Background: an optimization exercise with open tools, aiming at small area, a short achievable clock period and few clock cycles. Do not read the settings as production practice. Only simulation tests tie the RTL to the original design; equivalence was not proved. Power and IR drop assume default switching activity.

==> flow/design.v <==
module layer1(
input clk,
input reset_n,
input waitrequest,
input readdatavalid,
input [15:0] readdata,
output chipselect,
output [1:0] byteenable,
output reg read_n,
output reg write_n,
output reg [15:0] writedata,
output reg [31:0] address,
input ready,
output reg done
);
	reg [31:0] Adr_Img;
	reg [31:0] Adr_L1;
	reg [31:0] Adr_W1;
   reg [15:0] Data_Img;
	reg signed [15:0] Data_W1;
	reg signed [15:0] Total;
	reg [7:0] state;
	reg [7:0] nextstate;
	reg [15:0] W1_Count;
	reg [15:0] Node_Count;
	localparam IDLE = 0;
	localparam READ_IMG = 1;
	localparam WAIT_IMG = 2;
	localparam ADD = 3;
	localparam WRITE_TO_L1 = 4;
	localparam DONE = 6;
	localparam READ_W1 = 7;
	localparam WAIT_W1 = 8;
	localparam CONT_W1 = 9;
	localparam CONT_L1 = 10;
	localparam Base_Img = 32'd600_000;
	localparam Base_Layer1 = 32'd400_000;
	localparam Base_W1 = 32'd800;
	assign chipselect = 1;
	assign byteenable = 2'b11;
	always @ (posedge clk)
	begin
		state <= nextstate;
		if(reset_n == 0)
		begin
			state <= IDLE;
		end
	end
	always @ (posedge clk)
	begin
		case(state)
			IDLE:
			begin
				W1_Count <= 1;
				Node_Count <= 1;
				Adr_Img <= Base_Img;
				Adr_L1 <= Base_Layer1;
				Adr_W1 <= Base_W1;
				Total <= 0;
			end
			READ_IMG:  
			begin
			end
			WAIT_IMG:  
			begin
				Data_Img <= (readdatavalid) ? readdata : Data_Img;
				Adr_Img <= (readdatavalid) ? Adr_Img + 2 : Adr_Img;
			end
			READ_W1:  
			begin
			end
			WAIT_W1:  
			begin
				Data_W1 <= (readdatavalid) ? readdata : Data_W1;
				Adr_W1 <= (readdatavalid) ? Adr_W1 + 2 : Adr_W1;
			end
			ADD:  
			begin
				Total <= (Data_Img != 0) ? Total + Data_W1 : Total;
			end
			CONT_W1:  
			begin
				W1_Count <= W1_Count + 1;
			end
			WRITE_TO_L1:  
			begin
				Adr_L1 <= (!waitrequest) ? Adr_L1 + 2: Adr_L1;
			end
			CONT_L1:  
			begin
				W1_Count <= 1;
				Total <= 0;
				Adr_Img <= Base_Img;
				Node_Count <= Node_Count + 1;
			end
			DONE:
			begin
			end
		endcase
	end
	always @ (*)
	begin
		read_n = 1;
		write_n = 1;
		address = 0;
		writedata = Total;
		done = 0;
		nextstate = IDLE;
		case(state)
			IDLE:
			begin
				nextstate = (ready) ? READ_IMG : IDLE;
			end
			READ_IMG:
			begin
				read_n = 0;
				write_n = 1;
				address = Adr_Img;
				nextstate = (!waitrequest) ? WAIT_IMG : READ_IMG;
			end
			WAIT_IMG:
			begin
				nextstate = (readdatavalid) ? READ_W1 : WAIT_IMG;
			end
			READ_W1:
			begin
				read_n = 0;
				write_n = 1;
				address = Adr_W1;
				nextstate = (!waitrequest) ? WAIT_W1 : READ_W1;
			end
			WAIT_W1:
			begin
				nextstate = (readdatavalid) ? ADD : WAIT_W1;
			end
			ADD:
			begin
				nextstate = CONT_W1;
			end
			CONT_W1:
			begin
				nextstate = (W1_Count < 784) ? READ_IMG : WRITE_TO_L1;
			end
			WRITE_TO_L1:
			begin
				write_n = 0;
				read_n = 1;
				address = Adr_L1;
				nextstate = (!waitrequest) ? CONT_L1: WRITE_TO_L1;
			end
			CONT_L1:
			begin
				nextstate = (Node_Count < 200) ? READ_IMG : DONE;
			end
			DONE:
			begin
				done = (ready) ? 1 : 0;
				nextstate = (!ready) ? IDLE : DONE;
			end
			default:
			begin
				nextstate = IDLE;
			end
		endcase
	end
endmodule
==> flow/run.sh <==
#!/bin/bash
# synth_recipe.tcl (not shown) runs the flow's synth.tcl, then flattens the netlist and writes it again
# the make line also repeats each setting of config.mk as NAME=value (left out here)
make -C /OpenROAD-flow-scripts/flow DESIGN_CONFIG=/design/flow/config.mk WORK_HOME=/design/flow/orfs CLKGATE_MAP_FILE= SYNTH_SCRIPT=/design/flow/synth_recipe.tcl finish
==> flow/config.mk <==
export PLATFORM = sky130hd
export DESIGN_NAME = layer1
export DESIGN_NICKNAME = layer1
export VERILOG_FILES = /design/flow/design.v
export SDC_FILE = /design/flow/constraint.sdc
export NUM_CORES = 4
export LEC_CHECK = 0
export CAP_MARGIN = 20
export CORE_MARGIN = 2
export CORE_UTILIZATION = 40
export PLACE_DENSITY = 0.6
export SLEW_MARGIN = 20
==> flow/constraint.sdc <==
create_clock -name core_clock -period 5.0 [get_ports {clk}]
set_input_delay 1.0000 -clock core_clock [delete_from_list [all_inputs] [get_ports {clk}]]
set_output_delay 1.0000 -clock core_clock [all_outputs]
set_load 0.01 [all_outputs]
==> impl_metrics.py <==
metrics = {
    "run_status": {
        "status": "complete, no violations",
    },
    "yosys": {
        "synthTopCellsByArea": "edfxtp_1 53%, xor2_1 6.3%, nor2_1 4.6%, a222oi_1 3.2%, xnor2_1 3.0%",
        "synthAdderAreaFrac_pct": 2.75,
        "avgSynthCellArea_sq_um": 10.6,
        "ys_types": 60,
        "ys_ff_latch": 177,
        "yosysTopAreaCellShare_pct": 52.9,
        "synth_flop_cell": "edfxtp_1",
        "synth_area_leader_cell": "edfxtp_1",
        "synthTopCellsByCount": "173 x edfxtp_1, 120 x nor2_1, 71 x xor2_1, 70 x nand2_1, 46 x nand3_1",
        "ys_seq_area_share_pct": 53.7,
        "post-synth-top-count-cell": "edfxtp_1",
        "synth-edff-count": 173,
        "async_flop_share_pct": 0,
        "synth-xor-area-share_pct": 9.36,
        "synth_compound_area_share_pct": 9.29,
        "syn_inst": 925,
        "synth_top_family_by_area": "simple AND/OR/NAND/NOR gates",
        "synthSimpleGateAreaFrac_pct": 21.1,
        "synthMuxAreaShare_pct": 0.446,
        "synth_area_sq_mm": 0.00982,
        "ys_warn_count": 1,
    },
    "pwr": {
        "swShare_pct": 38.1,
        "p_int_mw": 3.91,
        "power_density_mw_per_mm2": 554,
        "peakVddDrop_v": 0.000207,
        "fin_total_pwr_mw": 6.32,
        "cellLeakagePower_nw": 3.87,
        "pwr-share-clk_pct": 19.8,
        "p_switching_mw": 2.41,
        "combPwrFrac_pct": 32.5,
        "p_seq_share_pct": 47.7,
    },
    "sta": {
        "rsz0062_at_grt": "no",
        "final.setup.tns_ns": 0,
        "hold_viol": 0,
        "fmax_ghz": 0.263,
        "finalCritPeriodShare_pct": 76.0,
        "drv_slew": 0,
        "tightest_slew_ns": 0.938,
        "skew_ns": 0.0138,
        "max_slew_margin_pct": 37.3,
        "period_needed_ns": 3.80,
        "worst_slack_ns": 1.20,
        "final-setup-viol-count": 0,
    },
    "clock_network": {
        "clk_pin_slew_worst_paths_ns": 0.06,
        "cts_tree": "yes",
        "htree_levels": 4,
        "cts.sinks": 177,
        "clock_latency_ns": 0.43,
        "clock_tree.root_cell": "clkbuf_16",
        "cts_resized": 0,
        "cts_setup_buffers": 0,
        "clk_path_buf_depth": 2,
        "holdBufCountCts": 0,
        "cts_buffers": 17,
    },
    "die": {
        "die_h_microns": 161,
        "core-area_sq_mm": 0.0242,
        "die_w_microns": 161,
        "std_cell_rows": 57,
        "io_pins": 75,
        "die_area_sq_mm": 0.0258,
        "initial_core_util_pct": 40.6,
    },
    "worst_setup_path": {
        "critPathArrivalTime_ns": 2.80,
        "critPathMaxStageDelay_ns": 0.70,
        "worst_setup_path_start_kind": "flop",
        "ff2ff_path_depth": 5,
        "crit_family": "buffers and inverters",
        "crit_slowest_cell": "dfxtp_1",
        "cp_num_buf_inv": 3,
        "cp_cell_sequence": "nand2b_1 > nor3_2 > buf_4 > a222oi_1 > inv_1 > clkdlybuf4s50_1",
        "critPathMaxFanout": 32,
        "cp-end-kind": "primary output",
        "cp_num_cells": 6,
        "cp.required_ns": 4.00,
        "crit_type": "flop to primary output",
    },
    "placed_design": {
        "place_congestion": 0.860,
        "placed_cell_area_sq_mm": 0.0109,
        "portBuffers": 70,
        "place_ws_ns": 1.65,
        "dp_hpwl_microns": 16900,
    },
    "cells_and_area": {
        "nNetsFinal": 1028,
        "antenna_cells": 0,
        "final_area_sq_mm": 0.0114,
        "area_growth_pct": 16.2,
        "drive_gt1_share_pct": 6.01,
    },
    "grt": {
        "grt_overflow_total": 0,
        "antenna_found_initial": 0,
        "grtUsageMet1_pct": 28.0,
        "grt_max_degree": 39,
        "track_usage_pct": 18.9,
        "grt_pass1_vias": 7070,
        "grt-busiest-layer": "met2",
        "grt_use_met3_pct": 2.69,
        "grt_pass1_wl_microns": 38600,
        "use_met2_pct": 28.8,
    },
    "routing": {
        "vias": 7449,
        "drt-pass1-iter-count": 7,
        "wl_per_cell_microns": 18.3,
        "route.detailed.drc": 0,
        "final_antenna_net_count": 0,
        "drt_iter0_drc": 831,
        "vias_per_cell": 5.63,
        "finalWirelength_microns": 24200,
    },
    "job": {
        "cap_viol_max_count": 0,
    },
    "hold_path": {
        "hold_depth": 1,
        "hp-class": "flop to flop",
    },
}
## layout make-up
cell class / instances / area [sq um]
tap: 324 / 405
timing repair buffer: 80 / 776
clock buffer: 18 / 429
fill: 2262 / 12800
sequential: 177 / 5280
inverter: 41 / 154
clock inverter: 13 / 116
multi-input combinational: 669 / 4250
## placed cells by master, fill, tap and decap left out, types with 3 or more instances in the layout
cell type	Yosys	routed
a21o_1	5	5
dfxtp_1	4	4
o21ai_0	27	26
clkbuf_16	0	17
conb_1	2	4
and4_1	16	16
edfxtp_1	173	173
ha_1	20	20
o21a_1	4	4
clkdlybuf4s50_1	0	70
and3_1	21	21
a211oi_1	3	3
a222oi_1	31	31
inv_1	40	39
nor2b_1	4	3
o211ai_1	3	3
nor3_1	21	19
nand2b_1	5	5
xnor2_1	34	34
nor2_1	120	119
and2_1	10	10
nand2_1	70	70
xor2_1	71	71
mux2_2	3	3
nand3b_1	4	4
or3_1	21	21
nor4_1	17	17
clkinv_4	0	3
clkinvlp_4	0	5
o311ai_0	3	3
nor3_2	2	4
nand4_1	36	36
nand3_1	46	46
a21oi_1	36	36
buf_4	4	10
## flip-flops by register name (all words and copies together) (netlist names)
| register | cells |
|---|---|
| Adr_Img | 31 |
| Data_Img | 16 |
| Adr_W1 | 31 |
| Adr_L1 | 31 |
| Data_W1 | 16 |
| state | 4 |
| W1_Count | 16 |
| Node_Count | 16 |
| Total | 16 |
## through the flow
stage | utilization (%) | hold slack, ns | std cells
after floorplan | - | 0.544 | 927
after global placement | 44.9 | 0.574 | 1291
after detailed placement | 44.9 | 0.582 | 1291
after CTS | 47.2 | 0.597 | 1322
after global routing | 47.2 | 0.621 | 1322
final | 47.2 | 0.593 | 1322
## cells by family (layout without fill, tap and decap cells)
kind of cell	after synthesis	in the layout
muxes	4	4
other	2	4
AOI/OAI and AO/OA	129	129
DFF	177	177
and+or+nand+nor	406	406
buffers and inverters	81	152
xor gates and xnor gates	105	105
adders and majority gates	21	21
## power by group through the flow
stage,Sequential [mW],Combinational [mW],Clock [mW]
6_report,3.01,2.05,1.25
5_1_grt,3.10,2.28,1.32
4_1_cts,3.01,2.07,1.28
3_5_place_dp,3.03,2.05,0
3_3_place_gp,3.03,2.03,0
2_1_floorplan,2.80,1.36,0
## final timing paths
check / endpoint / slack (ns) / from
setup / recovery: address[11] / 1.20 / state[1]$_SDFF_PN0_
setup reg to reg: Adr_L1[31]$_SDFFCE_PN0P_ / 2.25 / Adr_L1[9]$_SDFFCE_PN1P_
hold / removal: Node_Count[0]$_SDFFCE_PN1P_ / 0.59 / Node_Count[0]$_SDFFCE_PN1P_
hold reg to reg: Node_Count[0]$_SDFFCE_PN1P_ / 0.59 / Node_Count[0]$_SDFFCE_PN1P_
## layer usage
metal / wire length [microns] / vias to the layer above
li1: - / 3580
met1: 11500 / 3636
met2: 10900 / 199
met3: 1200 / 34
met4: 497 / 0
met5: 0 / -
Testbench counts, summed over its fixed seeds: cycles 17,811,748.

==> port drivers added, routing unchanged <==
The results above use ideal ports. As a check the final layout listed here was re-extracted and re-timed, cells and wires unchanged. Step 1: set_driving_cell puts a clkbuf_16 on clk and a buf_2 on each other input, an assumption about the parent block. Step 2 also shifts input and output timing later by t, the mid clock arrival at the registers, as if the neighbouring blocks saw the same clock. Slacks: no drivers / after step 1 / after step 2; pairs: no drivers / after step 1.
t, ns: 0.474
slack for setup (ns): 1.198 / 1.149 / 1.623
hold slack, ns: 0.593 / 0.593 / 0.593
slew at the worst register clock pin (ns): 0.07 / 0.07
worst slew at a driven data input, ns: 0.04
After both steps this run still meets setup and hold. The setup slack of this run moves by -0.049 ns with the drivers and by +0.425 ns with both steps.
